Background: an optimization exercise with open tools, aiming at small area, a short achievable clock period and few clock cycles. Do not read the settings as production practice. RTL that was checked went through simulation tests only; none was proved equivalent to the original. Function not checked in runs 1, 2, 6 and 7: the RTL went through the layout flow alone. The flow treats the clock pin as an ideal source, which a real chip does not have. Power is estimated from default activity; no workload was simulated.

[standard.sh]
#!/bin/bash
# synth_recipe.tcl (not shown) runs the flow's synth.tcl, then flattens the netlist and writes it again
# the make line also repeats each setting of config.mk as NAME=value (left out here)
make -C /OpenROAD-flow-scripts/flow DESIGN_CONFIG=/design/flow/config.mk WORK_HOME=/design/flow/orfs CLKGATE_MAP_FILE= SYNTH_SCRIPT=/design/flow/synth_recipe.tcl "${@:-finish}"
[flow/abc_area.script]
strash
&get -n
&fraig -x
&put
dc2
strash
dch -f
amap
strash
dch -f
amap
topo
[flow/outputs.tcl]
# Registers that drive output ports: connect each port's output buffer
# directly to its register (past any buffers the resizer put in between),
# then upsize the register where the cell has a larger drive strength, or
# else move its other loads behind one buffer so that the register only
# drives its output buffer and that buffer.
set block [ord::get_db_block]
set n_sized 0
set n_buf 0
set n_moved 0
proc driver_of {net} {
  foreach it [$net getITerms] {
    if {[$it isOutputSignal]} { return $it }
  }
  return ""
}
foreach bterm [$block getBTerms] {
  if {[$bterm getIoType] != "OUTPUT"} { continue }
  set pnet [$bterm getNet]
  set od [driver_of $pnet]
  if {$od == ""} { continue }
  set obuf [$od getInst]
  set in_it [$obuf findITerm A]
  set net [$in_it getNet]
  # walk back through plain buffers to the register
  set d [driver_of $net]
  while {$d != "" && [string match "sky130_fd_sc_hd__buf_*" [[[$d getInst] getMaster] getName]]} {
    set net [[[$d getInst] findITerm A] getNet]
    set d [driver_of $net]
  }
  if {$d == ""} { continue }
  set drv [$d getInst]
  set m [[$drv getMaster] getName]
  if {![string match "*df*" $m]} { continue }
  if {[$in_it getNet] != $net} {
    $in_it disconnect
    $in_it connect $net
    incr n_moved
  }
  if {$m == "sky130_fd_sc_hd__dfxtp_1" || $m == "sky130_fd_sc_hd__dfxtp_2"} {
    replace_cell [$drv getName] sky130_fd_sc_hd__dfxtp_4
    incr n_sized
    continue
  }
  set loads {}
  foreach it [$net getITerms] {
    if {[$it isInputSignal] && [$it getInst] != $obuf} {
      lappend loads [get_pins "[[$it getInst] getName]/[[$it getMTerm] getName]"]
    }
  }
  if {[llength $loads] >= 2} {
    insert_buffer -buffer_cell sky130_fd_sc_hd__buf_2 -net [get_nets [$net getName]] -load_pins $loads
    incr n_buf
  }
}
puts "outputs.tcl: $n_moved output buffers moved to their register, $n_sized registers upsized, $n_buf buffers inserted"
detailed_placement
check_placement -verbose
[design.v]
`timescale 1ns / 1ps
module Top(
    input clk,
    input rst,
    output [8:0] imem_addr,
    input  [8:0] imem_data,
    output [17:0] dmem_addr,
    input  [8:0]  dmem_rdata,
    output        dmem_we,
    output [8:0]  dmem_wdata,
    output        done
);
localparam DS = 2;             
localparam DN = 18 / DS;       
localparam O_LDACR = 4'd0, O_LOAD = 4'd1, O_STORER = 4'd2, O_STACR = 4'd3,
           O_ADD = 4'd4, O_SUB = 4'd5, O_MUL = 4'd6, O_DIV = 4'd7,
           O_IMM = 4'd8, O_MULR = 4'd9, O_LDAC = 4'd10;
localparam C_NOP = 3'd0, C_INC = 3'd1, C_DEC = 3'd2, C_EXIT = 3'd3,
           C_JLSB = 3'd4, C_JNLSB = 3'd5, C_JNNEG = 3'd6, C_MULTI = 3'd7;
reg        rq;                 
reg [8:0]  pc, iw;
reg [1:0]  k;
reg [3:0]  op;
reg [17:0] ac, mar;
reg        c0, c17;            
reg        we, dn;
reg        ld;                 
reg        dvb;                
reg        mlb;                
reg [4:0]  cnt;
reg [17:0] r1, r2, r3, r4, r5, r6, r7, r8;
assign imem_addr  = pc;
assign dmem_addr  = mar;
assign dmem_we    = we;
assign dmem_wdata = ac[8:0];
assign done       = dn;
wire [5:0] oc = iw[6:1];
wire o_ldac  = (oc == 6'd2),  o_ldacr = (oc == 6'd5),  o_load = (oc == 6'd9);
wire o_stor  = (oc == 6'd11), o_stacr = (oc == 6'd12);
wire o_inc1  = (oc == 6'd15), o_inc2  = (oc == 6'd16), o_inc3 = (oc == 6'd17);
wire o_dec1  = (oc == 6'd18), o_dec2  = (oc == 6'd19), o_dec3 = (oc == 6'd20);
wire o_add   = (oc == 6'd21), o_sub   = (oc == 6'd23), o_mul  = (oc == 6'd25);
wire o_div   = (oc == 6'd26), o_imm   = (oc == 6'd28), o_mulr = (oc == 6'd29);
wire o_jlsb  = (oc == 6'd31), o_jnlsb = (oc == 6'd33), o_jnneg = (oc == 6'd35);
wire o_exit  = (oc == 6'd37);
wire o_multi = o_ldac | o_ldacr | o_load | o_stor | o_stacr | o_add | o_sub |
               o_mul | o_div | o_imm | o_mulr;
wire o_inc   = o_inc1 | o_inc2 | o_inc3;
wire o_dec   = o_dec1 | o_dec2 | o_dec3;
wire [2:0] c1 = o_multi ? C_MULTI : o_inc ? C_INC : o_dec ? C_DEC :
                o_exit ? C_EXIT : o_jlsb ? C_JLSB : o_jnlsb ? C_JNLSB :
                o_jnneg ? C_JNNEG : C_NOP;
wire [1:0] n1 = {o_inc2 | o_inc3 | o_dec2 | o_dec3, o_inc1 | o_inc3 | o_dec1 | o_dec3};
wire [3:0] mc = o_ldac ? O_LDAC : o_ldacr ? O_LDACR : o_load ? O_LOAD :
                o_stor ? O_STORER : o_stacr ? O_STACR : o_add ? O_ADD :
                o_sub ? O_SUB : o_mul ? O_MUL : o_div ? O_DIV :
                o_imm ? O_IMM : O_MULR;
wire [7:0]  rsel = 8'd1 << iw[2:0];
wire [17:0] rd = ({18{rsel[0]}} & r8) | ({18{rsel[1]}} & r1) |
                 ({18{rsel[2]}} & r2) | ({18{rsel[3]}} & r3) |
                 ({18{rsel[4]}} & r4) | ({18{rsel[5]}} & r5) |
                 ({18{rsel[6]}} & r6) | ({18{rsel[7]}} & r7);
wire busy  = ld | dvb;                     
wire k1x   = (k == 2'd1) && (c1 != C_MULTI);
wire needx = k1x || (k == 2'd2) || (k == 2'd3);
wire isj   = (k == 2'd1) && (c1 == C_JLSB || c1 == C_JNLSB || c1 == C_JNNEG);
wire jt    = (c1 == C_JLSB)  ? ~c0 :
             (c1 == C_JNLSB) ?  c0 : ~c17;
wire x1    = k1x && !busy;                        
wire x2    = (k == 2'd2) && !busy && !mlb;         
wire x3    = (k == 2'd3) && !busy;                 
wire ismul = (op == O_MUL) || (op == O_MULR);
wire        mfirst = x2 && ismul;
wire        mact   = mfirst || mlb;
wire        mulr   = (op == O_MULR);
wire [8:0]  ish    = iw >> cnt;
wire        mbit   = mulr ? rd[cnt] : ish[0];
wire [1:0]  mg0    = mulr ? rd[1:0] : iw[1:0];
wire        mlast  = mulr ? (mlb && cnt == 5'd17) :
                     mlb ? (ish[8:1] == 8'd0) : (iw[8:2] == 7'd0);
wire        sub = (k == 2'd1) ? (c1 == C_DEC) : (op == O_SUB && !mlb);
wire        xz  = mlb ? 1'b0 :
                  (k == 2'd1) ? 1'b0 :
                  (op == O_LOAD || op == O_IMM || op == O_STACR ||
                   op == O_LDACR || (op == O_LDAC && k == 2'd2)) ? 1'b1 :
                  ismul ? ~mg0[0] : 1'b0;
reg  [17:0] addy;
always @* begin
    if (mlb)                    addy = mbit ? mar : 18'd0;
    else if (k == 2'd1)         addy = {16'd0, n1};
    else case (op)
        O_ADD, O_SUB, O_LOAD, O_STACR, O_LDACR: addy = rd;
        O_IMM:                  addy = {9'd0, iw};
        O_LDAC:                 addy = (k == 2'd2) ? {9'd0, iw} : {iw, 9'd0};
        O_MUL, O_MULR:          addy = mg0[1] ? {ac[16:0], 1'b0} : 18'd0;
        default:                addy = 18'd0;         
    endcase
end
wire [17:0] addx = xz ? 18'd0 : ac;
wire [17:0] sum  = addx + (sub ? ~addy : addy) + {17'd0, sub};
wire        dfirst = x2 && (op == O_DIV);
wire [8:0]  dv     = dvb ? mar[8:0] : iw;
wire        dz12   = (ac[17:6] == 12'd0);
wire        dz6    = (ac[17:12] == 6'd0);
wire [17:0] dskip  = dz12 ? {ac[5:0], 12'd0} : dz6 ? {ac[11:0], 6'd0} : ac;
wire [4:0]  dcnt0  = dz12 ? 5'd1 + 12 / DS : dz6 ? 5'd1 + 6 / DS : 5'd1;
reg  [8:0]  drem;
reg  [17:0] dq;
reg  [9:0]  dt;
reg  [10:0] dd;
integer i;
always @* begin
    drem = dvb ? mar[17:9] : 9'd0;
    dq   = dvb ? ac : dskip;
    for (i = 0; i < DS; i = i + 1) begin
        dt = {drem, dq[17]};
        dd = {1'b0, dt} - {2'b00, dv};         
        drem = dd[10] ? dt[8:0] : dd[8:0];
        dq   = {dq[16:0], ~dd[10]};
    end
end
wire dlast = dvb ? (cnt == DN - 1) : (dz12 && DN == 12 / DS + 1);
wire halt = (k == 2'd1) && (c1 == C_EXIT);
wire adv  = !(needx && busy) && !halt && !(mact && !mlast);
wire [17:0] rwd = ac;
wire        rwr = x2 && (op == O_STORER);
always @(posedge clk) begin
    if (rq || (rwr && iw[2:0] == 3'd1)) r1 <= rwd;
    if (rq || (rwr && iw[2:0] == 3'd2)) r2 <= rwd;
    if (rq || (rwr && iw[2:0] == 3'd3)) r3 <= rwd;
    if (rq || (rwr && iw[2:0] == 3'd4)) r4 <= rwd;
    if (rq || (rwr && iw[2:0] == 3'd5)) r5 <= rwd;
    if (rq || (rwr && iw[2:0] == 3'd6)) r6 <= rwd;
    if (rq || (rwr && iw[2:0] == 3'd7)) r7 <= rwd;
    if (rq || (rwr && iw[2:0] == 3'd0)) r8 <= rwd;
end
always @(posedge clk) begin
    rq <= rst;
    if (rq) begin
        pc <= 9'd0; k <= 2'd0;
        ac <= 18'd0; c0 <= 1'b0; c17 <= 1'b0;
        we <= 1'b0; dn <= 1'b0; ld <= 1'b0;
        dvb <= 1'b0; mlb <= 1'b0; cnt <= 5'd0;
    end else begin
        we <= 1'b0;
        ld <= 1'b0;
        if (adv) begin
            iw <= imem_data;
            if (isj) begin
                pc <= jt ? imem_data : pc + 9'd1;
                k  <= 2'd0;
            end else begin
                pc <= pc + 9'd1;
                if (k == 2'd1 && c1 == C_MULTI) begin
                    k  <= 2'd2;
                    op <= mc;
                end else if (k == 2'd2 && op == O_LDAC)
                    k <= 2'd3;
                else
                    k <= 2'd1;
            end
        end
        if (x1) begin
            if (c1 == C_INC || c1 == C_DEC) begin
                ac <= sum; c0 <= sum[0]; c17 <= sum[17];
            end
            if (c1 == C_EXIT) dn <= 1'b1;
        end
        if (x2) begin
            case (op)
                O_LOAD, O_ADD, O_SUB, O_IMM, O_MUL, O_MULR:
                          begin ac <= sum; c0 <= sum[0]; c17 <= sum[17]; end
                O_STORER: begin c0 <= sum[0]; c17 <= sum[17]; end
                O_STACR:  begin mar <= sum; we <= 1'b1; c0 <= sum[0]; c17 <= sum[17]; end
                O_LDACR:  begin mar <= sum; ld <= 1'b1; end
                O_LDAC:   ac <= sum;           
                default: ;
            endcase
        end
        if (x3) begin                      
            mar <= sum;
            ld <= 1'b1;
        end
        if (ld) begin
            ac <= {9'd0, dmem_rdata}; c0 <= dmem_rdata[0]; c17 <= 1'b0;
        end
        if (mlb) begin
            ac <= sum; c0 <= sum[0]; c17 <= sum[17];
        end
        if (mact) begin
            if (mlast) begin
                mlb <= 1'b0; cnt <= 5'd0;
            end else begin
                mar <= mlb ? {mar[16:0], 1'b0} : {ac[15:0], 2'b00};
                mlb <= 1'b1; cnt <= mlb ? cnt + 5'd1 : 5'd2;
            end
        end
        if (dfirst || dvb) begin
            ac <= dq;
            if (dlast) begin
                c0 <= dq[0]; c17 <= dq[17];
                dvb <= 1'b0; cnt <= 5'd0;
            end else begin
                mar <= {drem, dv};
                dvb <= 1'b1; cnt <= dvb ? cnt + 5'd1 : dcnt0;
            end
        end
    end
end
endmodule
[flow/cts.env]
export CTS_ARGS="-sink_clustering_enable -repair_clock_nets -sink_clustering_size 22 -sink_clustering_max_diameter 150 -dont_use_dummy_load"
[constraint.sdc]
create_clock -name core_clock -period 74.0 [get_ports {clk}]
set_input_delay 14.8000 -clock core_clock [delete_from_list [all_inputs] [get_ports {clk}]]
set_output_delay 14.8000 -clock core_clock [all_outputs]
set_load 0.01 [all_outputs]
[flow/synth.tcl]
# synth_recipe.tcl (the standard synthesis) with one change: ABC maps the
# combinational logic with an area-oriented script (MY_ABC_SCRIPT) in place of
# ORFS's delay-oriented one.  Registers are mapped before ABC runs, as in the
# standard synthesis, so they keep their names and cell types.
proc synth {args} { yosys synth -nofsm -noshare {*}$args }
proc abc {args} {
  set i [lsearch -exact $args -script]
  if {$i >= 0} { lset args [expr {$i + 1}] $::env(MY_ABC_SCRIPT) }
  yosys abc {*}$args
}
source $::env(SCRIPTS_DIR)/synth.tcl
# left out here: clear keep_hierarchy, flatten, clean up, hide names made inside functions, write 1_2_yosys.v
[config.mk]
export PLATFORM = sky130hd
export DESIGN_NAME = Top
export DESIGN_NICKNAME = Top
export VERILOG_FILES = /design/flow/design.v
export SDC_FILE = /design/flow/constraint.sdc
export NUM_CORES = 4
export LEC_CHECK = 0
export CAP_MARGIN = 20
export CORE_MARGIN = 2
export CORE_UTILIZATION = 40
export SLEW_MARGIN = 20
[flow/run.sh]
#!/bin/bash
# The standard layout (standard.sh) with these changes:
#  - synthesis: flow/synth.tcl, the standard synthesis script with ABC mapping
#    the combinational logic for area (flow/abc_area.script); adders are left
#    to ABC (no full/half adder cell mapping, no Kogge-Stone carry trees),
#  - the port buffers are buf_2 cells,
#  - after CTS, flow/outputs.tcl makes the registers that drive output ports
#    faster (larger drive strength, or internal loads moved behind a buffer),
#  - optional clock tree settings from flow/cts.env.
# The make output goes to flow.log; ORFS keeps each step's log in orfs/logs.
set -euo pipefail
here=$(pwd)
export MY_ABC_SCRIPT="$here/flow/abc_area.script"
export ADDER_MAP_FILE=
export SYNTH_OPERATIONS_ARGS="-nofsm"
export BUFFER_PORTS_ARGS="-buffer_cell sky130_fd_sc_hd__buf_2"
export POST_CTS_TCL="$here/flow/outputs.tcl"
if [[ -f flow/cts.env ]]; then source flow/cts.env; fi
sed "s#SYNTH_SCRIPT=[^ ]*#SYNTH_SCRIPT=$here/flow/synth.tcl#" standard.sh > own.sh
bash own.sh > flow.log 2>&1
==> results of run 1 <==
-- report_power, final --
group	total (mW)	switching (mW)	internal (mW)
combinational	0.0380	0.0258	0.0122
clock	0.0694	0.0378	0.0316
sequential	0.145	0.00558	0.140
total	0.253	0.0692	0.183
-- state kept, by name, indices dropped and copies added, names as in the netlist, 9 cells and up --
| signal | count |
|---|---|
| ac | 18 |
| mar | 18 |
| r7 | 18 |
| pc | 9 |
| iw | 9 |
| r5 | 18 |
| r6 | 18 |
| r3 | 18 |
| r2 | 18 |
| r1 | 18 |
| r8 | 18 |
| r4 | 18 |
-- placed cells by master (no fill, tap or decap), drive strengths merged, types with 13 or more instances in the layout --
master and count:
a31oi 39, clkinv 105, a21oi 67, o32ai 17, o21ai 92, edfxtp 175, a221oi 20, clkbuf 13
nand3 25, a22oi 18, buf 110, o21a 31, nand2 142, o22ai 55, a222oi 32, nor2 180
dfxtp 42, nor3 31, or2 32, a211oi 13
-- final timing paths --
kind	start	to	slack, ns
worst min-delay path	dn	dn	0.48
worst max-delay path	mar[6]	dmem_addr[6]	58.04
worst min register to register	dn	dn	0.48
worst max register to register	dvb	mar[9]	64.75
-- cell type report, clock buffers not listed --
type,count,area (µm²),share of cell area (%)
multi-input cells,881,4923,38.09
diodes,1,2.502,0.01936
repair buffers,110,638.1,4.936
flip-flops and latches,217,6171,47.74
inverters,105,394.1,3.049
well taps,378,473.0,3.659
-- logic make-up (layout without fill, tap and decap cells) --
group | Yosys count | after routing
DFF | 217 | 217
other | 0 | 1
buffers and inverters | 114 | 228
and+or+nand+nor | 440 | 440
AOI/OAI and AO/OA | 441 | 441
-- worst reg2reg max path: cells and delay by family (launching register included) --
family / cells / cell delay [ns]
AND/OR/NAND/NOR: 21 / 3.59
buffers and inverters: 4 / 1.42
AO/OA/AOI/OAI: 15 / 3.43
flip-flops: 1 / 0.60
-- per-layer routing --
| metal | vias up | share of wire [%] | GRT usage [%] |
|---|---|---|---|
| met3 | 102 | 8.8 | 3.914 |
| met5 | - | 0 | 0 |
| li1 | 4915 | - | - |
| met1 | 5069 | 40 | 34.77 |
| met2 | 583 | 46 | 44.25 |
| met4 | 0 | 4.6 | 11.12 |
-- metrics by stage --
stage                     utilization (%)  setup WS (ns)
after floorplan                         -          58.51
after global placement              44.51          58.31
after detailed placement            44.51          58.28
after global routing                46.28          58.00
final                               46.28          58.04
==> impl_results.md, run 1 <==
* WL final at ~41 mm
* Final instance area at ~13,000 µm²
* Main combinational cell family by area after synthesis: compound AO/OA/AOI/OAI gates
* Via density at about 6.3
* Hold slack at approximately 0.48 ns
* Synth warn at 1
* Total chip power at ~0.25 mW
* Worst endpoint required time at between 50 and 60 ns
* Top_reg_cell synth: edfxtp_1
* Vias in the first global route at around 10,000
* Setup TNS at 0 ns
* Final HPWL DP at 27.69 mm
* Num rows at 61
* Mux cell area share after synthesis at 0%
* CORE AREA at roughly 28,000 µm²
* Crit path kind: reg -> out
* DR DRC count at 0
* WL per Instance at roughly 24 µm
* Gate Count Post-Synth at approximately 1,200
* Fmax at roughly 0.063 GHz
* Register area share after synthesis at between 50% and 60%
* Critical Path AT at 1.16 ns
* Setup-failing EPs final at 0
* Top cells by count, synth: 180 x nor2_1, 175 x edfxtp_1, 142 x nand2_1, 105 x clkinv_1, 92 x o21ai_0
* RSZ-0062 raised after global routing: no
* Largest net degree at the start of global routing at 39
* Leakage at about 4.4 nW
* Clock sinks at between 200 and 250
* Startpoint types: flop
* Final Hold Vio Count at 0
* TritonCTS clock tree: built
* Seq cells post-synth at ~220
* XOR/XNOR share of the synthesized area at 0%
* Synth Area in Compound Gates at between 20% and 30%
* Worst Tran Pin Value at around 1.2 ns
* Buf/Inv on CP at 1
* # fillers at around 2,700
* Power Density at 19.54 nW/µm²
* Fin. max-slew vios at 0
* Mapped Nets at between 1,000 and 1,500
* Minimum clock period at ~16 ns
* Slowest stage delay, CP at around 0.49 ns
* R2R cell count at 40
* Synth area leader: edfxtp_1
* WHS Path Cells at 2
* Post-Place Cells at approximately 1,700
* Share of post-route cells with drive strength above 1 at about 12%
* Post-Syn Area at between 10,000 and 15,000 µm²
* Post-Layout Cell Count at 1,705
* Worst slew margin at about 22%
* Register clock-pin slew on the reported worst setup and hold paths at about 0.11 ns
* GRT Resource Usage Total at 26.60%
* CP endpoint kind: output pin
* Adder-cell share of the synthesized area at 0%
* Slowest CP cell: edfxtp_1
* Starting Density at between 40% and 50%
* Clk_skew at approximately 0.023 ns
* Cells along the critical path: buf_2
* Layout area overhead at 13.03%
* Placed cell area at ~12,000 µm²
* DRT Pass-1 Iters at 6
* Synth cell types at 44
* Global-route wire length before repair at about 61 mm
* Ranking of synthesized cells by area: edfxtp_1 46%, dfxtp_1 7.4%, nor2_1 5.9%
* Outcome: no timing/DRC/antenna violations
* Placer Congestion at 0.9983
* Port Buffers at 57
* Synth top area share at a little under half
* # Max-Cap Violations at 0
* Clk Latency, worst-skew pair at 0.48 ns
* Most frequent cell after synthesis: nor2_1
* Top delay family on crit path: flip-flops
* Post-DRT Antenna Nets at 0
* Layout Nets at 1,348
* DR vias at 10,670
* Die area at about 30,000 µm²
* Initial antenna violation count at 1
* Fraction of the mapped netlist area in simple logic gates at 16.51%
* Die W at around 170 µm
* Post-synth EDFFs at 175
* Initial drt markers at approximately 1,100
* Total grt overflow at 0
* Worst path depth at 1
* Mean cell area of the mapped netlist at between 9 and 10 µm²
* I/O Pins at a little under 60
* Chip height at approximately 170 µm
* Period utilisation layout at a little over a fifth
* HP Class: reg -> reg
* Synth async-reset ratio at 0%
* Worst vdd ir at 0.00001221 V
* CP Max Fanout at 2
==> run 2: changes to the inputs <==
--- a/config.mk
+++ b/config.mk
@@ -8,4 +8,4 @@
 export CAP_MARGIN = 20
 export CORE_MARGIN = 2
-export CORE_UTILIZATION = 40
+export CORE_UTILIZATION = 55
 export SLEW_MARGIN = 20
==> impl_results.md, run 2 <==
* Outcome: no timing/DRC/antenna violations
* Worst vdd ir at ~0.000016 V
* Post-Syn Area at 11,440 µm²
* Fraction of the mapped netlist area in simple logic gates at 16.51%
* Worst slew margin at between 20% and 30%
* Crit path kind: reg -> out
* Slowest stage delay, CP at 0.48 ns
* Largest net degree at the start of global routing at 46
* CORE AREA at 20,300 µm²
* Total grt overflow at 0
* TritonCTS clock tree: built
* Buf/Inv on CP at 1
* Adder-cell share of the synthesized area at 0%
* GRT Resource Usage Total at between 30% and 40%
* XOR/XNOR share of the synthesized area at 0%
* Setup-failing EPs final at 0
* Register area share after synthesis at between 50% and 60%
* Fmax at ~0.063 GHz
* Num rows at 52
* # Max-Cap Violations at 0
* Layout Nets at approximately 1,300
* Chip height at approximately 150 µm
* Synth top area share at 45.95%
* Period utilisation layout at a little over a fifth
* Synth cell types at 44
* Post-synth EDFFs at 175
* Port Buffers at 57
* Global-route wire length before repair at 58.00 mm
* Initial antenna violation count at 0
* Commonest non-fill, non-tap cell in the layout: nor2_1
* Synth Area in Compound Gates at approximately a quarter
* Cells along the critical path: buf_2
* Seq cells post-synth at 217
* WL final at around 38 mm
* Leakage at around 4.4 nW
* Post-DRT Antenna Nets at 0
* Final HPWL DP at roughly 26 mm
* Most frequent cell after synthesis: nor2_1
* Starting Density at 56.34%
* Clock sinks at 217
* CP endpoint kind: output pin
* Mux cell area share after synthesis at 0%
* Top_reg_cell synth: edfxtp_1
* Clk Latency, worst-skew pair at roughly 0.48 ns
* Most frequent cells in the layout: 180 x nor2_1, 175 x edfxtp_1, 142 x nand2_1
* Worst endpoint required time at around 60 ns
* Ant diodes at 0
* Fin. max-slew vios at 0
* Synth warn at 1
* Pre-CTS WS at just under 60 ns
* Clk_skew at about 0.027 ns
* Setup TNS at 0 ns
* Die W at 148.2 µm
* Via density at around 6.7
* RSZ-0062 raised after global routing: no
* Critical Path AT at roughly 1.1 ns
* Worst Tran Pin Value at 1.139 ns
* Placer Congestion at 0.9882
* Startpoint types: flop
* WL per Instance at approximately 24 µm
* Synth area leader: edfxtp_1
* Top delay family on crit path: flip-flops
* Synth async-reset ratio at 0%
* Minimum clock period at 15.93 ns
* Initial drt markers at approximately 1,200
* DR vias at around 11,000
* Main combinational cell family by area after synthesis: compound AO/OA/AOI/OAI gates
* Slowest CP cell: dfxtp_4
* Mean cell area of the mapped netlist at between 9 and 10 µm²
* DR DRC count at 0
* CP Max Fanout at 13
* Register clock-pin slew on the reported worst setup and hold paths at ~0.10 ns
* Share of post-route cells with drive strength above 1 at between 10% and 20%
* Final Hold Vio Count at 0
* Top cells by count, synth: 180 x nor2_1, 175 x edfxtp_1, 142 x nand2_1, 105 x clkinv_1, 92 x o21ai_0
* Vias in the first global route at 9,805
* Setup WS post-layout at just under 60 ns
* Die area at roughly 22,000 µm²
* Power Density at approximately 20 nW/µm²
* DRT Pass-1 Iters at 6
* Gate Count Post-Synth at approximately 1,200
* Mapped Nets at 1,232
* I/O Pins at 58
* HP Class: reg -> reg
* Ranking of synthesized cells by area: edfxtp_1 46%, dfxtp_1 7.4%, nor2_1 5.9%
* Layout area overhead at 11.47%
run 2: metal layers:
layer	global-route usage, %	up-vias	routed length, µm
met5	0	-	0
met4	15.33	0	1765
met3	4.847	100	3757
met2	55.28	623	17500
met1	47.14	4978	15060
li1	-	4918	-
run 2: through the flow:
stage	cells	power, mW	instance area [µm²]	utilization, %	hold slack [ns]
2_1_floorplan	1212	0.1691	11440	-	0.4696
3_5_place_dp	1558	0.1836	12240	60.31	0.4615
6_report	1589	0.2516	12750	62.80	0.4925
5_1_grt	1589	0.2601	12750	62.80	0.5082
3_3_place_gp	1558	0.1830	12240	60.31	0.4596
run 2: where the power goes:
| group | internal (mW) | switching, mW | total (mW) |
|---|---|---|---|
| Clock | 0.0316 | 0.0375 | 0.0691 |
| Combinational | 0.0122 | 0.0251 | 0.0373 |
| Sequential | 0.140 | 0.00557 | 0.145 |
run 2: path summary, 6_finish.rpt:
check                            from            end  slack [ns]  cells past startpoint
worst max-delay path            ac[0]  dmem_wdata[0]       58.07                      1
worst min-delay path            pc[3]          pc[3]        0.49                      2
worst max register to register    dvb         mar[9]       64.99                     38
worst min register to register  pc[3]          pc[3]        0.49                      2
run 2: cells by family (layout without fill, tap and decap cells):
family,after synthesis,in the layout
buf+inv,114,221
simple gates,440,440
compound gates,441,441
flops,217,217
run 2: final cells by class, clock buffers not listed:
cell class,count,area [µm²]
Inverter,105,394.1
Multi-Input combinational cell,881,4935
Tap cell,270,337.8
Timing Repair Buffer,103,585.6
Fill cell,1739,7551
Sequential cell,217,6171
==> run 3: changes to the inputs <==
--- a/design.v
+++ b/design.v
@@ -135,4 +135,8 @@
     if (rq || (rwr && iw[2:0] == 3'd0)) r8 <= rwd;
 end
+wire [17:0] mar_d = mact ? (mlb ? {mar[16:0], 1'b0} : {ac[15:0], 2'b00}) :
+                    (dfirst || dvb) ? {drem, dv} : sum;
+always @(posedge clk) mar <= mar_d;
+always @(posedge clk) cnt <= mfirst ? 5'd2 : dfirst ? dcnt0 : cnt + 5'd1;
 always @(posedge clk) begin
     rq <= rst;
@@ -141,5 +145,5 @@
         ac <= 18'd0; c0 <= 1'b0; c17 <= 1'b0;
         we <= 1'b0; dn <= 1'b0; ld <= 1'b0;
-        dvb <= 1'b0; mlb <= 1'b0; cnt <= 5'd0;
+        dvb <= 1'b0; mlb <= 1'b0;
     end else begin
         we <= 1'b0;
@@ -172,14 +176,11 @@
                           begin ac <= sum; c0 <= sum[0]; c17 <= sum[17]; end
                 O_STORER: begin c0 <= sum[0]; c17 <= sum[17]; end
-                O_STACR:  begin mar <= sum; we <= 1'b1; c0 <= sum[0]; c17 <= sum[17]; end
-                O_LDACR:  begin mar <= sum; ld <= 1'b1; end
+                O_STACR:  begin we <= 1'b1; c0 <= sum[0]; c17 <= sum[17]; end
+                O_LDACR:  ld <= 1'b1;
                 O_LDAC:   ac <= sum;           
                 default: ;
             endcase
         end
-        if (x3) begin                      
-            mar <= sum;
-            ld <= 1'b1;
-        end
+        if (x3) ld <= 1'b1;                
         if (ld) begin
             ac <= {9'd0, dmem_rdata}; c0 <= dmem_rdata[0]; c17 <= 1'b0;
@@ -190,8 +191,7 @@
         if (mact) begin
             if (mlast) begin
-                mlb <= 1'b0; cnt <= 5'd0;
+                mlb <= 1'b0;
             end else begin
-                mar <= mlb ? {mar[16:0], 1'b0} : {ac[15:0], 2'b00};
-                mlb <= 1'b1; cnt <= mlb ? cnt + 5'd1 : 5'd2;
+                mlb <= 1'b1;
             end
         end
@@ -200,8 +200,7 @@
             if (dlast) begin
                 c0 <= dq[0]; c17 <= dq[17];
-                dvb <= 1'b0; cnt <= 5'd0;
+                dvb <= 1'b0;
             end else begin
-                mar <= {drem, dv};
-                dvb <= 1'b1; cnt <= dvb ? cnt + 5'd1 : dcnt0;
+                dvb <= 1'b1;
             end
         end
--- a/config.mk
+++ b/config.mk
@@ -8,4 +8,4 @@
 export CAP_MARGIN = 20
 export CORE_MARGIN = 2
-export CORE_UTILIZATION = 55
+export CORE_UTILIZATION = 40
 export SLEW_MARGIN = 20
==> impl_results.md, run 3 <==
* Outcome: no timing/DRC/antenna violations
* Critical Path AT at roughly 1.1 ns
* Most frequent cell after synthesis: nor2_1
* Leakage at 4.240 nW
* Clock sinks at 217
* Share of post-route cells with drive strength above 1 at about 11%
* WL per Instance at between 20 and 25 µm
* Synth warn at 1
* Chip height at ~170 µm
* Post-Layout Cell Count at 1,598
* Synth cell types at 44
* GRT Resource Usage Total at a little over a quarter
* CP endpoint kind: output pin
* Hold slack at about 0.48 ns
* CORE AREA at between 20,000 and 30,000 µm²
* Worst vdd ir at 0.00001309 V
* Fmax at between 0.06 and 0.07 GHz
* Top delay family on crit path: flip-flops
* Gate Count Post-Synth at approximately 1,200
* Worst Tran Pin Value at 1.105 ns
* Clk_skew at 0.04388 ns
* Final Hold Vio Count at 0
* Via density at roughly 6.4
* Num rows at 60
* Post-synth EDFFs at roughly 160
* Top_reg_cell synth: edfxtp_1
* Worst endpoint required time at 59.20 ns
* WL final at between 30 and 40 mm
* Global-route wire length before repair at around 58 mm
* Slowest stage delay, CP at ~0.44 ns
* Total chip power at about 0.27 mW
* Die W at about 170 µm
* Power Density at 21.51 nW/µm²
* Initial antenna violation count at 0
* Ranking of synthesized cells by area: edfxtp_1 43%, dfxtp_1 11%, nor2_1 6.8%
* Layout area overhead at 12.57%
* Commonest non-fill, non-tap cell in the layout: nor2_1
* CP Max Fanout at 11
* Worst slew margin at between 20% and 30%
* Placer Congestion at approximately 0.96
* Final HPWL DP at 26.27 mm
* Synth async-reset ratio at 0%
* DRT Pass-1 Iters at 8
* Starting Density at 40.67%
* TritonCTS clock tree: built
* Register area share after synthesis at ~54%
* Synth top area share at 43.01%
* Cells along the critical path: buf_2
* Seq cells post-synth at roughly 220
* Ant diodes at 0
* Mean cell area of the mapped netlist at approximately 9.4 µm²
* Die area at ~29,000 µm²
* Mapped Nets at about 1,200
* HP Class: reg -> reg
* Post-DRT Antenna Nets at 0
* Post-Place Cells at about 1,600
* Buf/Inv on CP at 1
* Period utilisation layout at 21.49%
* Vias in the first global route at roughly 9,000
* Clk Latency, worst-skew pair at ~0.5 ns
* Final core utilization at between 40% and 50%
* Port Buffers at 57
* Top cells by count, synth: 200 x nor2_1, 157 x edfxtp_1, 136 x nand2_1, 91 x o21ai_0, 88 x clkinv_1
* DR vias at between 10,000 and 15,000
* # Max-Cap Violations at 0
* Post-Syn Area at 10,960 µm²
* Register clock-pin slew on the reported worst setup and hold paths at around 0.11 ns
* Slowest CP cell: dfxtp_4
* Total grt overflow at 0
* Crit path kind: reg -> out
* Fin. max-slew vios at 0
* RSZ-0062 raised after global routing: no
* Layout Nets at around 1,300
* Largest net degree at the start of global routing at 29
* Synth area leader: edfxtp_1
* DR DRC count at 0
* Setup-failing EPs final at 0
* Startpoint types: flop
* Initial drt markers at approximately 1,500
* I/O Pins at 58
* Setup TNS at 0 ns
* Minimum clock period at approximately 16 ns
* Most frequent cells in the layout: 200 x nor2_1, 157 x edfxtp_1, 135 x nand2_1
-- run 3: cell count changes in the layout (fill, tap and decap cells not counted), sizes merged, moves of 11 or more --
cell	change
o22ai	-28
or2	-24
a31oi	-23
a22oi	+20
nor2	+20
dfxtp	+18
edfxtp	-18
clkinv	-17
o21a	-15
a21oi	+13
buf	-11
-- run 3: worst reg2reg max path: cells and delay by family (launching register included) --
| family | cells | cell delay [ns] |
|---|---|---|
| and+or+nand+nor | 26 | 3.58 |
| AOI/OAI and AO/OA | 16 | 3.38 |
| buffers and inverters | 5 | 1.43 |
| DFF | 1 | 0.71 |
-- run 3: layout make-up, clock buffers not listed --
| type | instances | area, µm² |
|---|---|---|
| fill | 2612 | 14610 |
| sequential | 217 | 6058 |
| multi-input combinational | 847 | 4651 |
| timing repair buffer | 92 | 548.0 |
| tap | 341 | 426.7 |
| inverter | 88 | 330.3 |
-- run 3: where the power goes --
part           leakage [nW]  switching, mW  internal (mW)
Clock                 0.160         0.0390         0.0316
Sequential             2.13        0.00792          0.139
Combinational          1.95         0.0319         0.0157
Total                  4.24         0.0788          0.187
-- run 3: path summary, 6_finish.rpt --
kind,start,end,slack [ns],cells past startpoint
hold reg to reg,dn,dn,0.48,2
hold / removal,dn,dn,0.48,2
setup / recovery,ac[5],dmem_wdata[5],58.10,1
setup reg to reg,iw[1],c17,64.83,47
-- run 3: cell families after synthesis --
| family | after synthesis | share of synthesized area (%) |
|---|---|---|
| AOI/OAI and AO/OA | 413 | 25.64 |
| buffers and inverters | 97 | 3.630 |
| DFF | 217 | 53.97 |
| and+or+nand+nor | 434 | 16.77 |
-- run 3: through the flow --
stage	cell area (µm²)	setup WS, ns
2_1_floorplan	10960	58.55
5_1_grt	12340	58.07
3_5_place_dp	11870	58.34
3_3_place_gp	11870	58.38
6_report	12340	58.10
-- run 3: routing by layer --
layer  vias up  wire length [µm]  track usage [%]  part of all wire [%]
met5         -                 0                0                     0
met4         0              1031            6.912                   2.7
met3        64              3627            4.571                   9.4
met2       530             17180            41.33                    44
met1      4888             16770            38.62                    43
li1       4667                 -                -                     -
Testbench counts of run 3, summed over its fixed seeds: cycles 154,873.
==> run 4: changes to the inputs <==
--- a/config.mk
+++ b/config.mk
@@ -6,6 +6,6 @@
 export NUM_CORES = 4
 export LEC_CHECK = 0
-export CAP_MARGIN = 20
+export CAP_MARGIN = 0
 export CORE_MARGIN = 2
-export CORE_UTILIZATION = 40
-export SLEW_MARGIN = 20
+export CORE_UTILIZATION = 55
+export SLEW_MARGIN = 0
==> impl_results.md, run 4 <==
* Largest net degree at the start of global routing at 29
* Synth cell types at 44
* # fillers at roughly 1,700
* Register clock-pin slew on the reported worst setup and hold paths at 0.10 ns
* Num rows at 51
* Die area at about 21,000 µm²
* WHS Path Cells at 2
* Hold slack at roughly 0.5 ns
* Final Hold Vio Count at 0
* Port Buffers at 57
* Top_reg_cell synth: edfxtp_1
* Share of post-route cells with drive strength above 1 at 10.88%
* Post-Syn Area at 10,960 µm²
* Met2 Use GR at between 50% and 60%
* CORE AREA at about 20,000 µm²
* Met1 GRT Util at between 40% and 50%
* Period utilisation layout at between 20 and 25%
* Buf/Inv on CP at 1
* Chip height at 145.2 µm
* Initial drt markers at approximately 1,400
* HP Class: reg -> reg
* Starting Density at 56.14%
* Worst endpoint required time at approximately 59 ns
* Crit path kind: reg -> out
* Initial antenna violation count at 0
* Clk Latency, worst-skew pair at roughly 0.5 ns
* Seq cells post-synth at about 220
* Worst Tran Pin Value at roughly 1.2 ns
* Worst path depth at 1
* Placer Congestion at approximately 1
* Synth top area share at between 40% and 50%
* Gate Count Post-Synth at around 1,200
* Total grt overflow at 0
* GRT Resource Usage Total at 33.98%
* I/O Pins at 58
* # Max-Cap Violations at 0
* Top delay family on crit path: flip-flops
* Mean cell area of the mapped netlist at between 9 and 10 µm²
* GR peak layer: met2
* Startpoint types: flop
* CP Max Fanout at 12
* Synth warn at 1
* Global-route wire length before repair at about 55 mm
* Via density at ~6.7
* WL per Instance at 24.00 µm
* Layout area overhead at 11.17%
* Final HPWL DP at between 20 and 25 mm
* Most frequent cell after synthesis: nor2_1
* Synth async-reset ratio at 0%
* Leakage at between 4 and 5 nW
* CP endpoint kind: output pin
* TritonCTS clock tree: built
* Fin. max-slew vios at 0
* Pre-CTS WS at between 50 and 60 ns
* Met3 global-route usage at under 10%
* RSZ-0062 raised after global routing: no
* Setup-failing EPs final at 0
* Layout Nets at between 1,000 and 1,500
* Power Density at around 22 nW/µm²
* Worst vdd ir at 0.00001740 V
* Outcome: no timing/DRC/antenna violations
* Post-DRT Antenna Nets at 0
* Fmax at around 0.063 GHz
* Ranking of synthesized cells by area: edfxtp_1 43%, dfxtp_1 11%, nor2_1 6.8%
* Clk_skew at about 0.044 ns
* WL final at 36.36 mm
* Die W at 145.2 µm
* Commonest non-fill, non-tap cell in the layout: nor2_1
* FF/Latch Area at slightly above 6000 µm²
* Most frequent cells in the layout: 200 x nor2_1, 157 x edfxtp_1, 136 x nand2_1
* Worst slew margin at 21.57%
* R2R cell count at 44
* Setup TNS at 0 ns
* Slowest stage delay, CP at 0.46 ns
* Synth area leader: edfxtp_1
* Mapped Nets at 1,181
* Setup WS post-layout at a little under 60 ns
* DR DRC count at 0
* Critical Path AT at 1.11 ns
* Vias in the first global route at around 9,100
* DR vias at ~10,000
* Minimum clock period at about 16 ns
* DRT Pass-1 Iters at 9
* Cells along the critical path: buf_2
* Post-synth EDFFs at roughly 160
* Clock sinks at about 220
* Multi-input logic area at ~4600 µm²
* Ant diodes at 0
* Slowest CP cell: dfxtp_4
* Top cells by count, synth: 200 x nor2_1, 157 x edfxtp_1, 136 x nand2_1, 91 x o21ai_0, 88 x clkinv_1
* Register area share after synthesis at a little over half
==> run 4: per-layer routing <==
layer  wire [µm]  share of wire [%]
met2       15850                 44
met1       15190                 42
met3        4192                 12
met4        1134                3.1
met5           0                  0
==> run 4: worst paths after layout <==
check / end / slack (ns) / from
setup / recovery: dmem_wdata[0] / 58.09 / ac[0]
hold / removal: dn / 0.49 / dn
setup reg to reg: c17 / 63.92 / iw[1]
hold reg to reg: dn / 0.49 / dn
==> run 4: stage by stage <==
step	utilization (%)	std cells	power [mW]	area (µm²)
after floorplan	-	1161	0.1768	10960
after global placement	59.99	1501	0.1940	11710
after detailed placement	59.99	1501	0.1943	11710
after global routing	62.41	1515	0.2720	12190
final	62.41	1515	0.2632	12190
==> run 4: where the power goes <==
group / total (mW) / switching, mW / internal, mW / leakage [nW]
clock: 0.0699 / 0.0383 / 0.0316 / 0.160
sequential: 0.148 / 0.00837 / 0.139 / 2.13
combinational: 0.0456 / 0.0305 / 0.0152 / 1.92
==> run 4: cell families after synthesis <==
logic type,Yosys count,share of synthesized area (%)
buffers and inverters,97,3.630
AOI/OAI and AO/OA,413,25.64
and+or+nand+nor,434,16.77
DFF,217,53.97
==> run 4: cell type report, clock buffers not listed <==
type	instances	share of cell area [%]
multi-input combinational	847	38.14
timing repair buffer	85	4.045
sequential	217	49.71
tap	265	2.721
inverter	88	2.710
==> run 5: changes to the inputs <==
--- a/flow/outputs.tcl
+++ b/flow/outputs.tcl
@@ -1,7 +1,7 @@
 # Registers that drive output ports: connect each port's output buffer
 # directly to its register (past any buffers the resizer put in between),
-# then upsize the register where the cell has a larger drive strength, or
-# else move its other loads behind one buffer so that the register only
-# drives its output buffer and that buffer.
+# then upsize the register where the cell has a larger drive strength, and
+# move its other loads (if there are several) behind one buffer so that the
+# register only drives its output buffer and that buffer.
 set block [ord::get_db_block]
 set n_sized 0
@@ -37,8 +37,9 @@
     incr n_moved
   }
+  set min_loads 2
   if {$m == "sky130_fd_sc_hd__dfxtp_1" || $m == "sky130_fd_sc_hd__dfxtp_2"} {
     replace_cell [$drv getName] sky130_fd_sc_hd__dfxtp_4
     incr n_sized
-    continue
+    set min_loads 4
   }
   set loads {}
@@ -48,5 +49,5 @@
     }
   }
-  if {[llength $loads] >= 2} {
+  if {[llength $loads] >= $min_loads} {
     insert_buffer -buffer_cell sky130_fd_sc_hd__buf_2 -net [get_nets [$net getName]] -load_pins $loads
     incr n_buf
--- a/config.mk
+++ b/config.mk
@@ -6,6 +6,6 @@
 export NUM_CORES = 4
 export LEC_CHECK = 0
-export CAP_MARGIN = 0
+export CAP_MARGIN = 20
 export CORE_MARGIN = 2
 export CORE_UTILIZATION = 55
-export SLEW_MARGIN = 0
+export SLEW_MARGIN = 20
==> impl_results.md, run 5 <==
* Post-Syn Area at 10,960 µm²
* Min-delay src: dn
* Period utilisation layout at 21.37%
* Synth warn at 1
* Total grt overflow at 0
* Mapped Nets at around 1,200
* Global-route wire length before repair at roughly 56 mm
* Largest net degree at the start of global routing at 29
* Initial antenna violation count at 0
* Top delay family on crit path: flip-flops
* Setup-failing EPs final at 0
* Clk Latency, worst-skew pair at between 0.4 and 0.5 ns
* Minimum clock period at approximately 16 ns
* Final HPWL DP at between 20 and 25 mm
* Total chip power at 0.2637 mW
* Setup TNS at 0 ns
* Post-Place Cells at 1,501
* Gate Count Post-Synth at between 1,000 and 1,500
* Top_reg_cell synth: edfxtp_1
* Leakage at 4.258 nW
* DRT Pass-1 Iters at 6
* Vias in the first global route at about 9,200
* GRT Resource Usage Total at between 30% and 40%
* CP endpoint kind: output pin
* Share of post-route cells with drive strength above 1 at 11.75%
* Fmax at 0.06325 GHz
* DR vias at between 10,000 and 15,000
* Commonest non-fill, non-tap cell in the layout: nor2_1
* TritonCTS clock tree: built
* Cells along the critical path: buf_2
* Fin. max-slew vios at 0
* RSZ-0062 raised after global routing: no
* Crit path kind: reg -> out
* Hold path endpoint: dn
* WHS Path Cells at 2
* Power Density at 21.53 nW/µm²
* Post-synth EDFFs at around 160
* Worst endpoint required time at between 50 and 60 ns
* Buf/Inv on CP at 1
* Outcome: no timing/DRC/antenna violations
* WL per Instance at approximately 24 µm
* Initial drt markers at between 1,500 and 2,000
* CORE AREA at about 20,000 µm²
* Most frequent cells in the layout: 200 x nor2_1, 157 x edfxtp_1, 135 x nand2_1
* Synth cell types at 44
* Placer Congestion at around 0.98
* Mean cell area of the mapped netlist at approximately 9.4 µm²
* Final Hold Vio Count at 0
* Post-Layout Cell Count at about 1,500
* DR DRC count at 0
* Clk_skew at 0.03501 ns
* Most frequent cell after synthesis: nor2_1
* RR Startpoint: iw[1]
* Post-DRT Antenna Nets at 0
* WL final at 36.89 mm
* # Max-Cap Violations at 0
* R2R cell count at 44
* Register clock-pin slew on the reported worst setup and hold paths at 0.10 ns
* Seq cells post-synth at about 220
* Num rows at 51
* Ant diodes at 0
* Startpoint types: flop
* Top cells by count, synth: 200 x nor2_1, 157 x edfxtp_1, 136 x nand2_1, 91 x o21ai_0, 88 x clkinv_1
* Via density at between 6 and 7
* Worst slew margin at between 20% and 30%
* Slowest CP cell: dfxtp_4
* I/O Pins at 58
* Synth async-reset ratio at 0%
* RR Endpoint: c17
* Worst Tran Pin Value at 1.080 ns
* R2r setup slk at 63.90 ns
* Ranking of synthesized cells by area: edfxtp_1 43%, dfxtp_1 11%, nor2_1 6.8%
* HP Class: reg -> reg
* CP Max Fanout at 4
* Port Buffers at between 50 and 60
* Critical Path AT at just over 1 ns
* Synth top area share at 43.01%
* Die W at roughly 150 µm
* Register area share after synthesis at 53.97%
* # fillers at approximately 1,700
* Clock sinks at between 200 and 250
* Layout area overhead at 11.71%
* Worst vdd ir at roughly 0.000017 V
* Final core utilization at 62.71%
* Slowest stage delay, CP at approximately 0.39 ns
* Die area at between 20,000 and 25,000 µm²
* Starting Density at between 50% and 60%
* Layout Nets at between 1,000 and 1,500
* Synth area leader: edfxtp_1
* Chip height at about 150 µm
[run 5: how the worst max path moves through the flow]
| stage | cells past startpoint | end | slack [ns] | start |
|---|---|---|---|---|
| after global placement | 1 | dmem_wdata[7] | 58.36 | ac[7] |
| after detailed placement | 1 | dmem_wdata[7] | 58.34 | ac[7] |
| after global routing | 1 | dmem_addr[9] | 58.17 | mar[9] |
| after floorplan | 1 | dmem_wdata[7] | 58.55 | ac[7] |
| final | 1 | dmem_addr[9] | 58.19 | mar[9] |
[run 5: kinds of logic (layout without fill, tap and decap cells)]
group / count (synthesis) / count (layout) / share of synthesized area (%)
simple gates: 434 / 434 / 16.77
compound gates: 413 / 413 / 25.64
flops: 217 / 217 / 53.97
buf+inv: 97 / 196 / 3.630
[run 5: report_power, final]
group	leakage (nW)	switching (mW)	total, mW	internal [mW]
Combinational	1.97	0.0316	0.0471	0.0155
Sequential	2.13	0.00752	0.147	0.139
Clock	0.160	0.0382	0.0698	0.0316
Total	4.26	0.0773	0.264	0.186
[run 5: layer usage]
layer	global-route usage, %	wire, µm
met2	54.24	16570
met3	5.755	4261
met5	0	0
met4	7.696	775
met1	50.17	15290
[run 5: per-stage QoR]
| stage | hold WS, ns | instance area [µm²] | worst slack, ns |
|---|---|---|---|
| floorplan | 0.4713 | 10960 | 58.55 |
| global placement | 0.4464 | 11710 | 58.36 |
| detailed placement | 0.4733 | 11720 | 58.34 |
| global route | 0.5075 | 12250 | 58.17 |
| finish | 0.4851 | 12250 | 58.19 |
[run 5: final cells by class, clock buffers not listed]
type / count / area (µm²) / share of cell area, %
repair buffers: 95 / 543.0 / 4.434
well taps: 265 / 331.6 / 2.708
inverters: 88 / 330.3 / 2.697
multi-input cells: 847 / 4657 / 38.03
flip-flops and latches: 217 / 6058 / 49.47
[run 5: worst min-delay path: cells and delay by family, from the launching register on]
kind / cells / cell delay (ns)
and+or+nand+nor: 2 / 0.11
DFF: 1 / 0.35
==> run 6: changes to the inputs <==
--- a/design.v
+++ b/design.v
@@ -74,9 +74,8 @@
 wire        mact   = mfirst || mlb;
 wire        mulr   = (op == O_MULR);
-wire [8:0]  ish    = iw >> cnt;
-wire        mbit   = mulr ? rd[cnt] : ish[0];
+wire        mbit   = mulr ? rd[cnt] : iw[0];
 wire [1:0]  mg0    = mulr ? rd[1:0] : iw[1:0];
 wire        mlast  = mulr ? (mlb && cnt == 5'd17) :
-                     mlb ? (ish[8:1] == 8'd0) : (iw[8:2] == 7'd0);
+                     mlb ? (iw[8:1] == 8'd0) : (iw[8:2] == 7'd0);
 wire        sub = (k == 2'd1) ? (c1 == C_DEC) : (op == O_SUB && !mlb);
 wire        xz  = mlb ? 1'b0 :
@@ -149,4 +148,6 @@
         we <= 1'b0;
         ld <= 1'b0;
+        if (mact && !mulr && !mlast)
+            iw <= mlb ? {1'b0, iw[8:1]} : {2'b00, iw[8:2]};
         if (adv) begin
             iw <= imem_data;
==> impl_results.md, run 6 <==
* Starting Density at between 50% and 60%
* Fmax at about 0.063 GHz
* WL final at between 30 and 40 mm
* Clk Latency, worst-skew pair at around 0.48 ns
* Layout area overhead at 12.82%
* Vias in the first global route at 9,325
* # fillers at approximately 1,700
* Setup WS post-layout at between 50 and 60 ns
* GRT Resource Usage Total at 34.33%
* CORE AREA at approximately 19,000 µm²
* Chip height at 145.0 µm
* Seq cells post-synth at around 220
* Slowest CP cell: dfxtp_4
* Clock sinks at around 220
* Post-DRT Antenna Nets at 0
* Via density at between 6 and 7
* Startpoint types: flop
* Register clock-pin slew on the reported worst setup and hold paths at around 0.1 ns
* CP Max Fanout at 2
* Top_reg_cell synth: edfxtp_1
* Mean cell area of the mapped netlist at roughly 9.5 µm²
* Period utilisation layout at a little over a fifth
* Register area share after synthesis at around 54%
* Port Buffers at 57
* Placer Congestion at between 0.9 and 1
* Most frequent cells in the layout: 175 x nor2_1, 157 x edfxtp_1, 137 x nand2_1
* I/O Pins at 58
* Share of post-route cells with drive strength above 1 at 12.75%
* Initial drt markers at between 1,000 and 1,500
* RSZ-0062 raised after global routing: no
* Worst endpoint required time at 59.20 ns
* Minimum clock period at approximately 16 ns
* CP endpoint kind: output pin
* Synth warn at 1
* # Max-Cap Violations at 0
* Worst slew margin at 36.93%
* Die area at 21,020 µm²
* Power Density at between 20 and 25 nW/µm²
* Synth cell types at 44
* Post-synth EDFFs at roughly 160
* Crit path kind: reg -> out
* Pre-CTS WS at a little under 60 ns
* Clk_skew at roughly 0.023 ns
* Top delay family on crit path: flip-flops
* Worst Tran Pin Value at 0.9221 ns
* Die W at about 140 µm
* Slowest stage delay, CP at slightly above 0.4 ns
* Outcome: no timing/DRC/antenna violations
* Initial antenna violation count at 0
* Critical Path AT at approximately 1.0 ns
* Top cells by count, synth: 175 x nor2_1, 157 x edfxtp_1, 137 x nand2_1, 100 x clkinv_1, 87 x a21oi_1
* Buf/Inv on CP at 1
* Commonest non-fill, non-tap cell in the layout: nor2_1
* Synth async-reset ratio at 0%
* Synth area leader: edfxtp_1
* Worst vdd ir at approximately 0.000013 V
* DRT Pass-1 Iters at 5
* TritonCTS clock tree: built
* Cells along the critical path: buf_2
* Setup TNS at 0 ns
* Final Hold Vio Count at 0
* Setup-failing EPs final at 0
* Ranking of synthesized cells by area: edfxtp_1 43%, dfxtp_1 11%, nor2_1 6.0%
* Post-Syn Area at about 11,000 µm²
* Most frequent cell after synthesis: nor2_1
* Mapped Nets at around 1,200
* Synth top area share at between 40 and 50%
* DR vias at roughly 10,000
* Total grt overflow at 0
* Num rows at 51
* Gate Count Post-Synth at ~1,200
* Final HPWL DP at 24.70 mm
* WL per Instance at approximately 24 µm
* DR DRC count at 0
* Global-route wire length before repair at approximately 56 mm
* Fin. max-slew vios at 0
* HP Class: reg -> reg
* Ant diodes at 0
* Largest net degree at the start of global routing at 37
* Layout Nets at between 1,000 and 1,500
* Leakage at roughly 4.4 nW
## run 6: cell count changes in the layout (fill, tap and decap cells not counted), sizes merged, moves of 6 or more
cell / delta
a22oi: -11
a221oi: +7
o211ai: -6
and2: -6
a21oi: +7
clkinv: +12
o21a: +8
o221ai: +10
o21ai: -18
nor2: -25
o22ai: +20
## run 6: cells by family after synthesis
logic type | synth area share, %
flops | 54.12
compound gates | 26.16
buf+inv | 4.052
simple gates | 15.67
## run 6: path summary, 6_finish.rpt
path,startpoint,endpoint,slack (ns),cells past startpoint
worst max-delay path,ac[3],dmem_wdata[3],58.17,1
worst min-delay path,dn,dn,0.48,2
worst max register to register,ac[17],mar[9],65.08,46
worst min register to register,dn,dn,0.48,2
## run 6: layout make-up, clock buffers not listed
| cell class | count | area (µm²) | share of cell area [%] |
|---|---|---|---|
| tap | 265 | 331.6 | 2.689 |
| timing repair buffer | 100 | 585.6 | 4.748 |
| sequential | 217 | 6058 | 49.13 |
| multi-input combinational | 825 | 4656 | 37.75 |
| inverter | 100 | 375.4 | 3.044 |
## run 6: through the flow
step                power (mW)  hold slack [ns]  instance area, µm²  cells  utilization (%)
finish                  0.2679           0.4842               12330   1520            63.36
global route            0.2775           0.5358               12330   1520            63.36
detailed placement      0.1981           0.4699               11740   1488            60.30
global placement        0.1974           0.4506               11740   1488            60.30
floorplan               0.1801           0.4758               10930   1151                -
## run 6: report_power, final
part | leakage [nW] | internal [mW] | switching, mW
registers | 2.13 | 0.140 | 0.00718
logic | 2.07 | 0.0172 | 0.0341
clock network | 0.160 | 0.0316 | 0.0374
total | 4.36 | 0.189 | 0.0787
## run 6: per-layer routing
| layer | GRT usage [%] | vias to the layer above | part of all wire, % |
|---|---|---|---|
| met1 | 48.46 | 4760 | 41 |
| met3 | 4.497 | 123 | 10 |
| met5 | 0 | - | 0 |
| met2 | 54.19 | 606 | 45 |
| li1 | - | 4653 | - |
| met4 | 13.61 | 0 | 4.6 |
## run 6: worst min-delay path, delay by kind of cell, from the launching register on
kind	cells	cell delay, ns
AOI/OAI and AO/OA	1	0.04
DFF	1	0.36
and+or+nand+nor	1	0.07
==> run 7: changes to the inputs <==
--- a/config.mk
+++ b/config.mk
@@ -6,6 +6,6 @@
 export NUM_CORES = 4
 export LEC_CHECK = 0
-export CAP_MARGIN = 20
+export CAP_MARGIN = 0
 export CORE_MARGIN = 2
 export CORE_UTILIZATION = 55
-export SLEW_MARGIN = 20
+export SLEW_MARGIN = 0
==> impl_results.md, run 7 <==
* RSZ-0062 raised after global routing: no
* Worst path depth at 1
* Final HPWL DP at between 20 and 25 mm
* Worst Tran Pin Value at approximately 1.2 ns
* Fmax at roughly 0.063 GHz
* Largest net degree at the start of global routing at 37
* Synth cell types at 44
* Setup-failing EPs final at 0
* WL final at around 37 mm
* Chip height at around 140 µm
* Starting Density at between 50% and 60%
* CP endpoint kind: output pin
* Worst endpoint required time at ~59 ns
* Slowest stage delay, CP at 0.41 ns
* Synth top area share at approximately 43%
* Outcome: no timing/DRC/antenna violations
* Via density at about 6.7
* Crit path to: dmem_wdata[3]
* Worst setup startpoint: ac[3]
* Commonest non-fill, non-tap cell in the layout: nor2_1
* Worst vdd ir at 0.00001272 V
* R2R cell count at 46
* Register clock-pin slew on the reported worst setup and hold paths at roughly 0.1 ns
* DR vias at slightly above 10,000
* R2r setup slk at about 65 ns
* Hold slack at slightly below 0.5 ns
* Worst slew margin at around 22%
* Clk Latency, worst-skew pair at between 0.4 and 0.5 ns
* Ranking of synthesized cells by area: edfxtp_1 43%, dfxtp_1 11%, nor2_1 6.0%
* Vias in the first global route at approximately 9,300
* Gate Count Post-Synth at around 1,200
* Register area share after synthesis at roughly 54%
* Minimum clock period at ~16 ns
* Synth async-reset ratio at 0%
* Startpoint types: flop
* Crit path kind: reg -> out
* Synth area leader: edfxtp_1
* Post-Syn Area at about 11,000 µm²
* Final Hold Vio Count at 0
* WL per Instance at 24.20 µm
* Setup TNS at 0 ns
* Leakage at approximately 4.3 nW
* Mapped Nets at 1,171
* Share of post-route cells with drive strength above 1 at between 10% and 20%
* Global-route wire length before repair at 55.71 mm
* Layout area overhead at 12.34%
* Cells along the critical path: buf_2
* RR Endpoint: mar[9]
* Synth warn at 1
* Seq cells post-synth at about 220
* DRT Pass-1 Iters at 6
* Top delay family on crit path: flip-flops
* Power Density at roughly 22 nW/µm²
* RR Startpoint: ac[17]
* Die W at 145.0 µm
* Buf/Inv on CP at 1
* Most frequent cell after synthesis: nor2_1
* CORE AREA at approximately 19,000 µm²
* Placer Congestion at roughly 1
* Ant diodes at 0
* Initial drt markers at about 1,300
* Clk_skew at ~0.022 ns
* GRT Resource Usage Total at approximately a third
* Top cells by count, synth: 175 x nor2_1, 157 x edfxtp_1, 137 x nand2_1, 100 x clkinv_1, 87 x a21oi_1
* Port Buffers at 57
* Post-DRT Antenna Nets at 0
* Num rows at between 50 and 60
* Top_reg_cell synth: edfxtp_1
* Total grt overflow at 0
* Fin. max-slew vios at 0
* # Max-Cap Violations at 0
* Total chip power at ~0.27 mW
* Layout Nets at 1,273
* DR DRC count at 0
* Initial antenna violation count at 0
* Clock sinks at ~220
* HP Class: reg -> reg
* Post-synth EDFFs at between 150 and 200
* Slowest CP cell: dfxtp_4
* Placed cell area at roughly 12,000 µm²
* CP Max Fanout at 2
* Most frequent cells in the layout: 175 x nor2_1, 157 x edfxtp_1, 137 x nand2_1
* Min-delay src: dn
* Mean cell area of the mapped netlist at 9.497 µm²
* I/O Pins at 58
* Critical Path AT at between 1 and 1.5 ns
* Die area at between 20,000 and 25,000 µm²
* Period utilisation layout at roughly a fifth
* Final instance area at 12,280 µm²
* TritonCTS clock tree: built
run 7: tightest hold or removal path, delay by kind of cell (launching register included):
family / cells / cell delay (ns)
and+or+nand+nor: 1 / 0.07
AOI/OAI and AO/OA: 1 / 0.04
DFF: 1 / 0.36
run 7: layout make-up, clock buffers not listed:
type	count	area [µm²]
inverter	100	375.4
multi-input combinational	825	4648
sequential	217	6058
timing repair buffer	96	540.5
fill	1707	7183
tap	265	331.6
run 7: power by group:
group / switching [mW] / total [mW] / internal (mW)
Sequential: 0.00714 / 0.148 / 0.140
Clock: 0.0378 / 0.0693 / 0.0316
Combinational: 0.0340 / 0.0510 / 0.0170
run 7: through the flow:
step	util [%]	worst slack, ns	std cells
2_1_floorplan	-	58.55	1151
3_3_place_gp	60.30	58.29	1488
3_5_place_dp	60.30	58.28	1488
5_1_grt	63.09	58.16	1516
6_report	63.09	58.17	1516
run 7: metal layers:
layer	wire length [µm]	global-route usage [%]	vias to the layer above	share of wire [%]
li1	-	-	4642	-
met1	14920	48.46	4752	41
met2	16480	54.19	599	45
met3	3696	4.497	109	10
met4	1589	13.61	0	4.3
met5	0	0	-	0
run 7: cell families (layout without fill, tap and decap cells):
group | after synthesis | after routing | share of synthesized area (%)
AOI/OAI and AO/OA | 419 | 419 | 26.16
buffers and inverters | 109 | 209 | 4.052
DFF | 217 | 217 | 54.12
and+or+nand+nor | 406 | 406 | 15.67
run 7: worst min path at each step:
stage,to,cells after the start,slack [ns]
after global placement,dn,2,0.45
final,dn,2,0.48
after floorplan,ld,2,0.48
after global routing,dn,2,0.54
after detailed placement,dn,2,0.47
==> run 8: changes to the inputs <==
--- a/design.v
+++ b/design.v
@@ -68,5 +68,8 @@
              (c1 == C_JNLSB) ?  c0 : ~c17;
 wire x1    = k1x && !busy;                        
-wire x2    = (k == 2'd2) && !busy && !mlb;         
+wire        dz12  = (ac[17:6] == 12'd0);     
+wire        dlast = dvb ? (cnt == DN - 1) : (dz12 && DN == 12 / DS + 1);
+wire ovl   = dvb && dlast && (op == O_STACR);
+wire x2    = (k == 2'd2) && (!busy || ovl) && !mlb;   
 wire x3    = (k == 2'd3) && !busy;                 
 wire ismul = (op == O_MUL) || (op == O_MULR);
@@ -74,8 +77,9 @@
 wire        mact   = mfirst || mlb;
 wire        mulr   = (op == O_MULR);
-wire        mbit   = mulr ? rd[cnt] : iw[0];
+wire [8:0]  ish    = iw >> cnt;
+wire        mbit   = mulr ? rd[cnt] : ish[0];
 wire [1:0]  mg0    = mulr ? rd[1:0] : iw[1:0];
 wire        mlast  = mulr ? (mlb && cnt == 5'd17) :
-                     mlb ? (iw[8:1] == 8'd0) : (iw[8:2] == 7'd0);
+                     mlb ? (ish[8:1] == 8'd0) : (iw[8:2] == 7'd0);
 wire        sub = (k == 2'd1) ? (c1 == C_DEC) : (op == O_SUB && !mlb);
 wire        xz  = mlb ? 1'b0 :
@@ -100,5 +104,4 @@
 wire        dfirst = x2 && (op == O_DIV);
 wire [8:0]  dv     = dvb ? mar[8:0] : iw;
-wire        dz12   = (ac[17:6] == 12'd0);
 wire        dz6    = (ac[17:12] == 6'd0);
 wire [17:0] dskip  = dz12 ? {ac[5:0], 12'd0} : dz6 ? {ac[11:0], 6'd0} : ac;
@@ -119,7 +122,6 @@
     end
 end
-wire dlast = dvb ? (cnt == DN - 1) : (dz12 && DN == 12 / DS + 1);
 wire halt = (k == 2'd1) && (c1 == C_EXIT);
-wire adv  = !(needx && busy) && !halt && !(mact && !mlast);
+wire adv  = !(needx && busy && !(ovl && k == 2'd2)) && !halt && !(mact && !mlast);
 wire [17:0] rwd = ac;
 wire        rwr = x2 && (op == O_STORER);
@@ -135,5 +137,5 @@
 end
 wire [17:0] mar_d = mact ? (mlb ? {mar[16:0], 1'b0} : {ac[15:0], 2'b00}) :
-                    (dfirst || dvb) ? {drem, dv} : sum;
+                    (dfirst || (dvb && !dlast)) ? {drem, dv} : sum;
 always @(posedge clk) mar <= mar_d;
 always @(posedge clk) cnt <= mfirst ? 5'd2 : dfirst ? dcnt0 : cnt + 5'd1;
@@ -148,6 +150,4 @@
         we <= 1'b0;
         ld <= 1'b0;
-        if (mact && !mulr && !mlast)
-            iw <= mlb ? {1'b0, iw[8:1]} : {2'b00, iw[8:2]};
         if (adv) begin
             iw <= imem_data;
@@ -200,5 +200,5 @@
             ac <= dq;
             if (dlast) begin
-                c0 <= dq[0]; c17 <= dq[17];
+                if (!ovl) begin c0 <= dq[0]; c17 <= dq[17]; end
                 dvb <= 1'b0;
             end else begin
--- a/config.mk
+++ b/config.mk
@@ -8,4 +8,4 @@
 export CAP_MARGIN = 0
 export CORE_MARGIN = 2
-export CORE_UTILIZATION = 55
+export CORE_UTILIZATION = 40
 export SLEW_MARGIN = 0
==> impl_results.md, run 8 <==
* Outcome: no timing/DRC/antenna violations
* Buf/Inv on CP at 1
* Synth cell types at a little over 40
* Commonest non-fill, non-tap cell in the layout: nor2_1
* Clk Latency, worst-skew pair at ~0.49 ns
* CP Max Fanout at 2
* Top cells by count, synth: 183 x nor2_1, 157 x edfxtp_1, 136 x nand2_1, 103 x clkinv_1, 95 x o21ai_0
* Worst vdd ir at 0.00001698 V
* Share of post-route cells with drive strength above 1 at 12.77%
* Synth warn at 1
* Seq cells post-synth at about 220
* Ranking of synthesized cells by area: edfxtp_1 43%, dfxtp_1 11%, nor2_1 6.3%
* Post-synth EDFFs at roughly 160
* Total grt overflow at 0
* Global-route wire length before repair at between 50 and 60 mm
* Top delay family on crit path: flip-flops
* Register area share after synthesis at 53.98%
* Leakage at approximately 4.3 nW
* Via density at 6.259
* R2r setup slk at around 65 ns
* Clock power frac at 26.6%
* Post-DRT Antenna Nets at 0
* Power Density at between 20 and 25 nW/µm²
* Top_reg_cell synth: edfxtp_1
* Setup-failing EPs final at 0
* Psw at just under 0.08 mW
* Most frequent cell after synthesis: nor2_1
* Worst Tran Pin Value at 0.9966 ns
* Slowest CP cell: dfxtp_4
* Mean cell area of the mapped netlist at 9.359 µm²
* Post-Place Cells at ~1,600
* Minimum clock period at around 16 ns
* DR DRC count at 0
* Layout Nets at approximately 1,300
* Die area at roughly 29,000 µm²
* CP endpoint kind: output pin
* Initial drt markers at approximately 1,200
* RSZ-0062 raised after global routing: no
* DR vias at between 10,000 and 15,000
* Initial antenna violation count at 2
* Ant diodes at 0
* Crit path kind: reg -> out
* Cells along the critical path: buf_2
* Post-Syn Area at around 11,000 µm²
* Fmax at between 0.06 and 0.07 GHz
* I/O Pins at 58
* WL final at between 30 and 40 mm
* Clk_skew at ~0.031 ns
* Die W at 169.5 µm
* WL per Instance at between 20 and 25 µm
* Worst slew margin at 31.84%
* Chip height at between 150 and 200 µm
* Gate Count Post-Synth at roughly 1,200
* Placer Congestion at 0.9825
* Vias in the first global route at around 9,400
* TritonCTS clock tree: built
* Synth area leader: edfxtp_1
* DRT Pass-1 Iters at 7
* Critical Path AT at about 1.1 ns
* Sw Share at 29.27%
* Slowest stage delay, CP at 0.42 ns
* Synth async-reset ratio at 0%
* Register clock-pin slew on the reported worst setup and hold paths at around 0.11 ns
* Post-Layout Cell Count at 1,617
* Port Buffers at 57
* # fillers at 2,589
* Internal power at roughly 0.19 mW
* Period utilisation layout at between 20% and 30%
* Seq pwr share at between 50% and 60%
* Fin. max-slew vios at 0
* Num rows at 60
* Layout area overhead at 13.49%
* HP Class: reg -> reg
* Final HPWL DP at 27.26 mm
* # Max-Cap Violations at 0
* Worst endpoint required time at ~60 ns
* Synth top area share at a little over two fifths
* Setup TNS at 0 ns
* Startpoint types: flop
* Mapped Nets at approximately 1,200
* GRT Resource Usage Total at between 20% and 30%
* Most frequent cells in the layout: 183 x nor2_1, 157 x edfxtp_1, 136 x nand2_1
* Largest net degree at the start of global routing at 31
* Final Hold Vio Count at 0
* Clock sinks at between 200 and 250
* Starting Density at a little over 40%
* Logic gate share of total power at a little under a fifth
* CORE AREA at approximately 27,000 µm²
-- run 8: cell types whose count changed after synthesis, sizes merged, moves of 7 or more --
cell	previous run	this run
o21ai	73	95
nor2	175	183
a22oi	27	10
a21oi	87	79
nor3	26	47
o221ai	21	14
o21a	24	32
a211oi	15	8
-- run 8: worst paths after layout --
path	startpoint	endpoint	cells after the start
worst max-delay path	ac[4]	dmem_wdata[4]	1
worst min-delay path	dn	dn	2
worst min register to register	dn	dn	2
worst max register to register	ac[14]	mar[9]	43
-- run 8: area by class of cell, clock buffers not listed --
class                   instances  area, µm²  share of cell area [%]
repair buffers                101      603.1                   4.849
multi-input cells             842       4638                   37.29
inverters                     103      386.6                   3.108
well taps                     341      426.7                   3.430
flip-flops and latches        217       6058                   48.71
-- run 8: stage by stage --
stage | power [mW] | util [%] | setup slack (ns) | area [µm²] | hold slack, ns
floorplan | 0.1753 | - | 58.54 | 10960 | 0.4683
global placement | 0.1935 | 44.32 | 58.33 | 11950 | 0.4736
detailed placement | 0.1937 | 44.32 | 58.30 | 11950 | 0.4679
global route | 0.2731 | 46.15 | 58.15 | 12440 | 0.5159
finish | 0.2625 | 46.15 | 58.15 | 12440 | 0.4854
-- run 8: logic make-up after synthesis --
logic type / synth area share, %
AO/OA/AOI/OAI: 25.09
buffers and inverters: 4.144
flip-flops: 53.98
AND/OR/NAND/NOR: 16.78
-- run 8: per-layer routing --
metal  vias to the layer above  track usage (%)  share of wire [%]
li1                       4708                -                  -
met1                      4854            36.84                 43
met2                       466            43.16                 44
met3                        88            5.457                8.7
met4                         4            10.96                4.5
met5                         -                0              0.059
-- run 8: power by group through the flow --
stage | combinational [mW] | sequential, mW | clock [mW]
finish | 0.0478 | 0.145 | 0.0698
global route | 0.0522 | 0.146 | 0.0752
detailed placement | 0.0460 | 0.148 | 0
global placement | 0.0460 | 0.148 | 0
floorplan | 0.0287 | 0.147 | 0
Testbench counts of run 8, summed over its fixed seeds: cycles 153,929.

Setup slack of run 8, layout unchanged: 58.152 ns with ideal ports, 58.102 ns with driving cells assumed (clock clkbuf_16, inputs buf_2), 58.475 ns with port delays also shifted by the 0.524 ns mid clock arrival.
